This design comes from an exercise in tuning for small area on the open sky130 flow, not from production work. In this exercise RTL edits were held to simulation tests only and were not proved equivalent to the original. Power figures rest on the tool's default switching activity, not on a simulated workload.

==> flow/design.v <==
module radd #(parameter W = 4) (input [W-1:0] a, b, input ci,
                                output [W-1:0] s, output co);
  wire [W:0] c;
  assign c[0] = ci;
  genvar i;
  generate for (i = 0; i < W; i = i + 1) begin : g
    assign s[i] = a[i] ^ b[i] ^ c[i];
    assign c[i+1] = (a[i] & b[i]) | (c[i] & (a[i] ^ b[i]));
  end endgenerate
  assign co = c[W];
endmodule
module bcdadd (input [3:0] x, y, input ci, output [3:0] r, output dc);
  wire [3:0] s;
  wire s4;
  radd #(4) u (x, y, ci, s, s4);
  assign dc = s4 | (s[3] & (s[2] | s[1]));
  assign r = {s[3] ^ (dc & (s[2] | s[1])), s[2] ^ (dc & ~s[1]), s[1] ^ dc, s[0]};
endmodule
module countertest(input clk, original, input [3:0] in, input rstn,
                   input [3:0] operations, output [7:0] y,
                   output [3:0] Anode_Activate);
  function [3:0] nc(input [3:0] v);
    nc = {~(v[3] | v[2] | v[1]), v[2] ^ v[1], v[1], ~v[0]};
  endfunction
  function [3:0] add3(input [3:0] v);
    add3 = (v[3] | (v[2] & (v[1] | v[0]))) ? v + 4'd3 : v;
  endfunction
  reg [3:0] cnt;                        
  wire tick = cnt[3] & cnt[0];
  always @(posedge clk or posedge rstn)
    if (rstn) cnt <= 4'd5;
    else      cnt <= tick ? 4'd0 : cnt + 4'd1;
  reg [1:0] k;
  always @(posedge clk or posedge rstn)
    if (rstn) k <= 2'd1;
    else if (tick) k <= k + 2'd1;
  reg [3:0] p1, ps, pf;
  reg [3:0] D0, D1, D2, D3;
  always @(posedge clk) if (tick) begin
    p1 <= in;
    ps <= p1;
    pf <= ps;
  end
  wire [3:0] pe = ps & ~pf;
  function [3:0] step(input [3:0] d, input e, input i);
    step = !e ? d : (d[3] & d[0]) ? 4'd0 :
           i ? {d[3] | (d[2] & d[1] & d[0]), d[2] ^ (d[1] & d[0]), d[1] ^ d[0], ~d[0]} : d;
  endfunction
  always @(posedge clk or posedge rstn)
    if (rstn) begin
      D0 <= 4'd0; D1 <= 4'd0; D2 <= 4'd0; D3 <= 4'd0;
    end else if (tick) begin
      D0 <= step(D0, pe[0], in[0]);
      D1 <= step(D1, pe[1], in[1]);
      D2 <= step(D2, pe[2], in[2]);
      D3 <= step(D3, pe[3], in[3]);
    end
  wire [3:0] a = D0, b = D1, c = D2, d = D3;
  wire two = ~|c & (d == 4'd2);         
  wire dz  = ~|c & ~|d;                 
  wire [3:0] v1s; wire v1c;
  radd #(4) ad2 (c, {1'b0, d[3:1]}, 1'b0, v1s, v1c);
  wire [5:0] m2 = {v1c, v1s, d[0]};
  wire [3:0] n263; wire n2c;
  radd #(4) ad2d (c, {1'b0, m2[5:3]}, 1'b0, n263, n2c);
  wire [6:0] n2 = {n263, m2[2:0]};
  reg mb;
  always @* case (cnt)
    4'd2: mb = n2[6];
    4'd3: mb = n2[5];
    4'd4: mb = n2[4];
    4'd5: mb = n2[3];
    4'd6: mb = n2[2];
    4'd7: mb = n2[1];
    default: mb = n2[0];
  endcase
  wire first = (cnt == 4'd2);
  reg [3:0] P0, P1, P2, P3;
  wire [3:0] h0 = add3(P0), h1 = add3(P1), h2 = add3(P2);
  wire [3:0] d0 = {h0[2:0], 1'b0};
  wire [3:0] d1 = {h1[2:0], h0[3]};
  wire [3:0] d2 = {h2[2:0], h1[3]};
  wire [3:0] d3 = {P3[2:0], h2[3]};
  wire sub = ~operations[0];
  wire neg = {c, d} > {a, b};
  wire dm = original | ~|operations;
  wire az = dm & ~k[1];                 
  wire bz = dm & k[1];                  
  wire [3:0] A0 = tick ? ((sub & ~dm ? nc(d) : d) & {4{~az}}) : d0 & {4{~first}};
  wire [3:0] A1 = tick ? ((sub & ~dm ? nc(c) : c) & {4{~az}}) : d1 & {4{~first}};
  wire g = tick ? ~bz : mb;
  wire [3:0] r0, r1;
  wire c1, c2;
  bcdadd ua0 (A0, b & {4{g}}, tick & sub & ~dm & ~neg, r0, c1);
  bcdadd ua1 (A1, a & {4{g}}, c1, r1, c2);
  wire c3 = c2 & d2[3] & d2[0];
  wire [3:0] r2 = (c3 | first) ? 4'd0 : d2 + c2;
  wire [3:0] r3 = first ? 4'd0 : d3 + c3;
  always @(posedge clk) begin
    P0 <= r0; P1 <= r1; P2 <= r2; P3 <= r3;
  end
  wire cn = sub & ~dm & neg;            
  wire [3:0] s0 = cn ? nc(r0) : r0;
  wire [3:0] s1 = cn ? nc(r1) : r1;
  wire b9 = b[3] & b[0];
  wire [3:0] a1 = a + (two & b9);                    
  wire [3:0] b1 = (two & b9) ? 4'd0 : b + two;       
  reg  [6:0] R;
  reg  [3:0] X;
  wire [3:0] w1s; wire w1c;
  radd #(4) ad3 (R[3:0], {1'b0, b1[3:1]}, 1'b0, w1s, w1c);
  wire [5:0] m3 = {w1c, w1s, b1[0]};
  wire [3:0] x263; wire x2c;
  radd #(4) ad3d (R[3:0], {1'b0, m3[5:3]}, 1'b0, x263, x2c);
  wire [6:0] X2 = {x263, m3[2:0]};
  wire p1f = k[0] ? (cnt == 4'd1) : (cnt == 4'd5);   
  wire p2f = k[0] & (cnt == 4'd5);                   
  wire [6:0] Ri = p1f ? 7'd0 : p2f ? {4'd0, X2[6:4]} : R;
  wire [3:0] Xi = p1f ? a1 : p2f ? X2[3:0] : X;
  wire [7:0] Tr = {Ri, Xi[3]};
  wire [7:0] df;
  wire ge;
  radd #(8) sb (Tr, ~{1'b0, n2}, 1'b1, df, ge);
  always @(posedge clk) begin
    R <= ge ? df[6:0] : Tr[6:0];
    X <= {Xi[2:0], ge};
  end
  reg [3:0] T;
  reg       op;
  reg [3:0] nd;
  reg       nop;
  always @* begin
    nop = 1'b1;
    if (dm | operations[0] | ~(operations[1] | operations[2])) begin
      nop = ~dm;
      nd = (dm | k[1]) ? (k[0] ? s0 : s1) : {3'd0, k[0] & c2 & ~sub};
    end
    else if (operations[1]) begin
      if (dz) nd = 4'd0;
      else case (k) 2'd0: nd = P3; 2'd1: nd = P2; 2'd2: nd = P1; default: nd = P0; endcase
    end else
      nd = (dz | ~k[1]) ? 4'd0 : X;
  end
  always @(posedge clk) if (tick) begin
    T  <= nd;
    op <= nop;
  end
  assign Anode_Activate = ~{k == 2'd1, k == 2'd2, k == 2'd3, k == 2'd0};
  wire [3:0] dig = (k == 2'd1 && neg && operations[3] && !original) ? 4'hf : T;
  reg  [6:0] seg;
  always @* case (dig)
    4'd0: seg = 7'b0000001;  4'd1: seg = 7'b1001111;
    4'd2: seg = 7'b0010010;  4'd3: seg = 7'b0000110;
    4'd4: seg = 7'b1001100;  4'd5: seg = 7'b0100100;
    4'd6: seg = 7'b0100000;  4'd7: seg = 7'b0001111;
    4'd8: seg = 7'b0000000;  4'd9: seg = 7'b0000100;
    4'd15: seg = 7'b1111110;
    default: seg = 7'b1111111;
  endcase
  assign y = {~(k == 2'd2 && !op), seg};
endmodule
export LEC_CHECK = 0
export CAP_MARGIN = 20
export CORE_MARGIN = 2
export CORE_UTILIZATION = 70
export GPL_TIMING_DRIVEN = 0
export SLEW_MARGIN = 20
create_clock -name core_clock -period 250.0 [get_ports {clk}]
standard.sh (not shown) runs the stock make flow with config.mk's settings and CLKGATE_MAP_FILE= SYNTH_SCRIPT=/design/flow/synth_recipe.tcl, a recipe that flattens the netlist after the stock synthesis.
==> flow/flow/run.sh <==
#!/bin/bash
# Layout flow: the standard ORFS flow (standard.sh) with these changes,
# all made through ORFS variables and a copy of ORFS's synth.tcl:
#  - synthesis maps the combinational logic with flow/area.abc instead of the
#    ORFS ABC script, run with six &deepsyn seeds, keeping the smallest
#    result (flow/abc_multi.tcl), and leaves adders to ABC (no extract_fa
#    adder cells, no Kogge-Stone carry lookahead); flip-flops are mapped by
#    the same dfflibmap step, so the registers are those of the standard
#    synthesis;
#  - every port still gets a buffer, a buf_1 cell;
#  - CTS builds the clock tree from clkbuf_4 cells without dummy loads; if a
#    flip-flop clock pin of the finished layout then has a slew above
#    118 ps, CTS and the later steps are run again with clkbuf_8 cells.
# Each tool's output goes to a log file in this folder (flow_*.log) and to
# ORFS's own logs under orfs/logs.
set -uo pipefail
W=$(pwd)
F=$W/flow
# one ABC script per &deepsyn seed; abc_multi.tcl keeps the smallest result
scripts=""
for sd in 0 1 2 3 4 5; do
  sed "s/&deepsyn -T 20/\&deepsyn -T 20 -S $sd/" "$F/area.abc" > "$W/own_area_$sd.abc"
  scripts="$scripts $W/own_area_$sd.abc"
done
{ echo "set own_abc_scripts {$scripts}"; cat "$F/abc_multi.tcl"; } > "$W/own_abc_multi.tcl"
sed -e "s|^\(\s*\)log_cmd abc {\*}\$abc_args|\1source $W/own_abc_multi.tcl|" \
    -e 's|"-extra-map $::env(FLOW_HOME)/platforms/common/lcu_kogge_stone.v"|""|' \
    "$FLOW_HOME/scripts/synth.tcl" > "$W/own_orfs_synth.tcl"
grep -q "own_abc_multi.tcl" "$W/own_orfs_synth.tcl" || { echo "synth.tcl patch failed"; exit 1; }
sed -e "s|source \$::env(SCRIPTS_DIR)/synth.tcl|source $W/own_orfs_synth.tcl|" \
    "$W/synth_recipe.tcl" > "$W/own_synth.tcl"
grep -q "own_orfs_synth" "$W/own_synth.tcl" || { echo "synth_recipe.tcl patch failed"; exit 1; }

mkscript () {   # $1: clock buffer cell, $2: script name
  local cts="-sink_clustering_enable -repair_clock_nets -dont_use_dummy_load -root_buf $1 -buf_list $1"
  sed -e "s|SYNTH_SCRIPT=[^ ]*|SYNTH_SCRIPT=$W/own_synth.tcl ADDER_MAP_FILE= 'BUFFER_PORTS_ARGS=-buffer_cell sky130_fd_sc_hd__buf_1' 'CTS_ARGS=$cts'|" \
      "$W/standard.sh" > "$W/$2"
  grep -q "own_synth.tcl" "$W/$2" || { echo "standard.sh patch failed"; exit 1; }
}
mkscript sky130_fd_sc_hd__clkbuf_4 own_standard.sh
mkscript sky130_fd_sc_hd__clkbuf_8 own_standard8.sh

bash "$W/own_standard.sh" finish > "$W/flow_make.log" 2>&1
rc=$?
tail -n 20 "$W/flow_make.log"
[ $rc -eq 0 ] || exit $rc

RES=$(ls -d "$W"/orfs/results/*/countertest/base)
LIB_FILE=$(ls "$FLOW_HOME"/platforms/sky130hd/lib/sky130_fd_sc_hd__tt_025C_1v80.lib) RES=$RES \
  openroad -no_init -exit "$F/clkslew.tcl" > "$W/flow_slew.log" 2>&1
slew=$(sed -n 's/^MAXCLKSLEW //p' "$W/flow_slew.log")
echo "clock pin slew with clkbuf_4: ${slew:-unknown} ns"
if [ -z "$slew" ] || python3 -c "import sys; sys.exit(0 if float('$slew') > 0.118 else 1)"; then
  echo "rebuilding the clock tree with clkbuf_8"
  rm -f "$W/out/final.def"
  bash "$W/own_standard8.sh" clean_cts clean_route clean_finish > "$W/flow_clean.log" 2>&1
  bash "$W/own_standard8.sh" finish > "$W/flow_make8.log" 2>&1
  rc=$?
  tail -n 20 "$W/flow_make8.log"
  exit $rc
fi
exit 0
Other scripts of this flow, unchanged in this note and not shown: flow/flow/abc_multi.tcl, flow/flow/area.abc, flow/flow/clkslew.tcl
Edit:
--- a/flow/design.v
+++ b/flow/design.v
@@ -77,9 +77,11 @@
   wire first = (cnt == 4'd2);
   reg [3:0] P0, P1, P2, P3;
-  wire [3:0] h0 = add3(P0), h1 = add3(P1), h2 = add3(P2);
+  wire [3:0] z0 = P0 & {4{~first}}, z1 = P1 & {4{~first}};
+  wire [3:0] z2 = P2 & {4{~first}}, z3 = P3 & {4{~first}};
+  wire [3:0] h0 = add3(z0), h1 = add3(z1), h2 = add3(z2);
   wire [3:0] d0 = {h0[2:0], 1'b0};
   wire [3:0] d1 = {h1[2:0], h0[3]};
   wire [3:0] d2 = {h2[2:0], h1[3]};
-  wire [3:0] d3 = {P3[2:0], h2[3]};
+  wire [3:0] d3 = {z3[2:0], h2[3]};
   wire sub = ~operations[0];
   wire neg = {c, d} > {a, b};
@@ -87,6 +89,6 @@
   wire az = dm & ~k[1];                 
   wire bz = dm & k[1];                  
-  wire [3:0] A0 = tick ? ((sub & ~dm ? nc(d) : d) & {4{~az}}) : d0 & {4{~first}};
-  wire [3:0] A1 = tick ? ((sub & ~dm ? nc(c) : c) & {4{~az}}) : d1 & {4{~first}};
+  wire [3:0] A0 = tick ? ((sub & ~dm ? nc(d) : d) & {4{~az}}) : d0;
+  wire [3:0] A1 = tick ? ((sub & ~dm ? nc(c) : c) & {4{~az}}) : d1;
   wire g = tick ? ~bz : mb;
   wire [3:0] r0, r1;
@@ -95,6 +97,6 @@
   bcdadd ua1 (A1, a & {4{g}}, c1, r1, c2);
   wire c3 = c2 & d2[3] & d2[0];
-  wire [3:0] r2 = (c3 | first) ? 4'd0 : d2 + c2;
-  wire [3:0] r3 = first ? 4'd0 : d3 + c3;
+  wire [3:0] r2 = c3 ? 4'd0 : d2 + c2;
+  wire [3:0] r3 = d3 + c3;
   always @(posedge clk) begin
     P0 <= r0; P1 <= r1; P2 <= r2; P3 <= r3;
Power came out higher by 2.4%. Setup slack improved by 0.087 ns. Synthesized area rises by 0.68%. Global-route usage drops by 0.26 points. Cell area goes up by 2.0%. Wire length came out lower by 2.2%. Combinational power is lower by about 5%. Non-clock buffer count came out lower by 1. Via count went up by 3.1%. Synthesized cell count went up by 2.5%. Count of clock-buffer cells in the layout stays the same. Die area went up by 0.65%. Hold slack got worse by 0.016 ns.

## what the ideal ports hide
Ports are ideal in the flow. The routed layouts listed here were re-timed in OpenROAD.
Step 1: set_driving_cell puts a clkbuf_16 on clk and a buf_2 on each other input, an assumption about the parent block.
Step 2 adds t to the input delays and takes it off the output delays; t is the mean of the earliest and latest rising clock arrival at the registers after step 1. Input paths then give back, and output paths get back, about the clock's delay inside the block.
Slacks: ideal ports / drivers / drivers and shift; pairs: ideal ports / drivers.
run	t (ns)	setup slack, ns	worst hold slack (ns)	clock arrival spread, ns
the first run	0.441	148.225 / 148.197 / 148.197	0.435 / 0.435 / 0.435	0.018 / 0.018
the second run	0.370	148.312 / 148.289 / 148.289	0.419 / 0.419 / 0.419	0.023 / 0.024
After both steps every run listed still meets setup and hold. For the first run, which loses most, drivers alone change the setup slack by -0.028 ns; drivers and shift together by -0.028 ns.
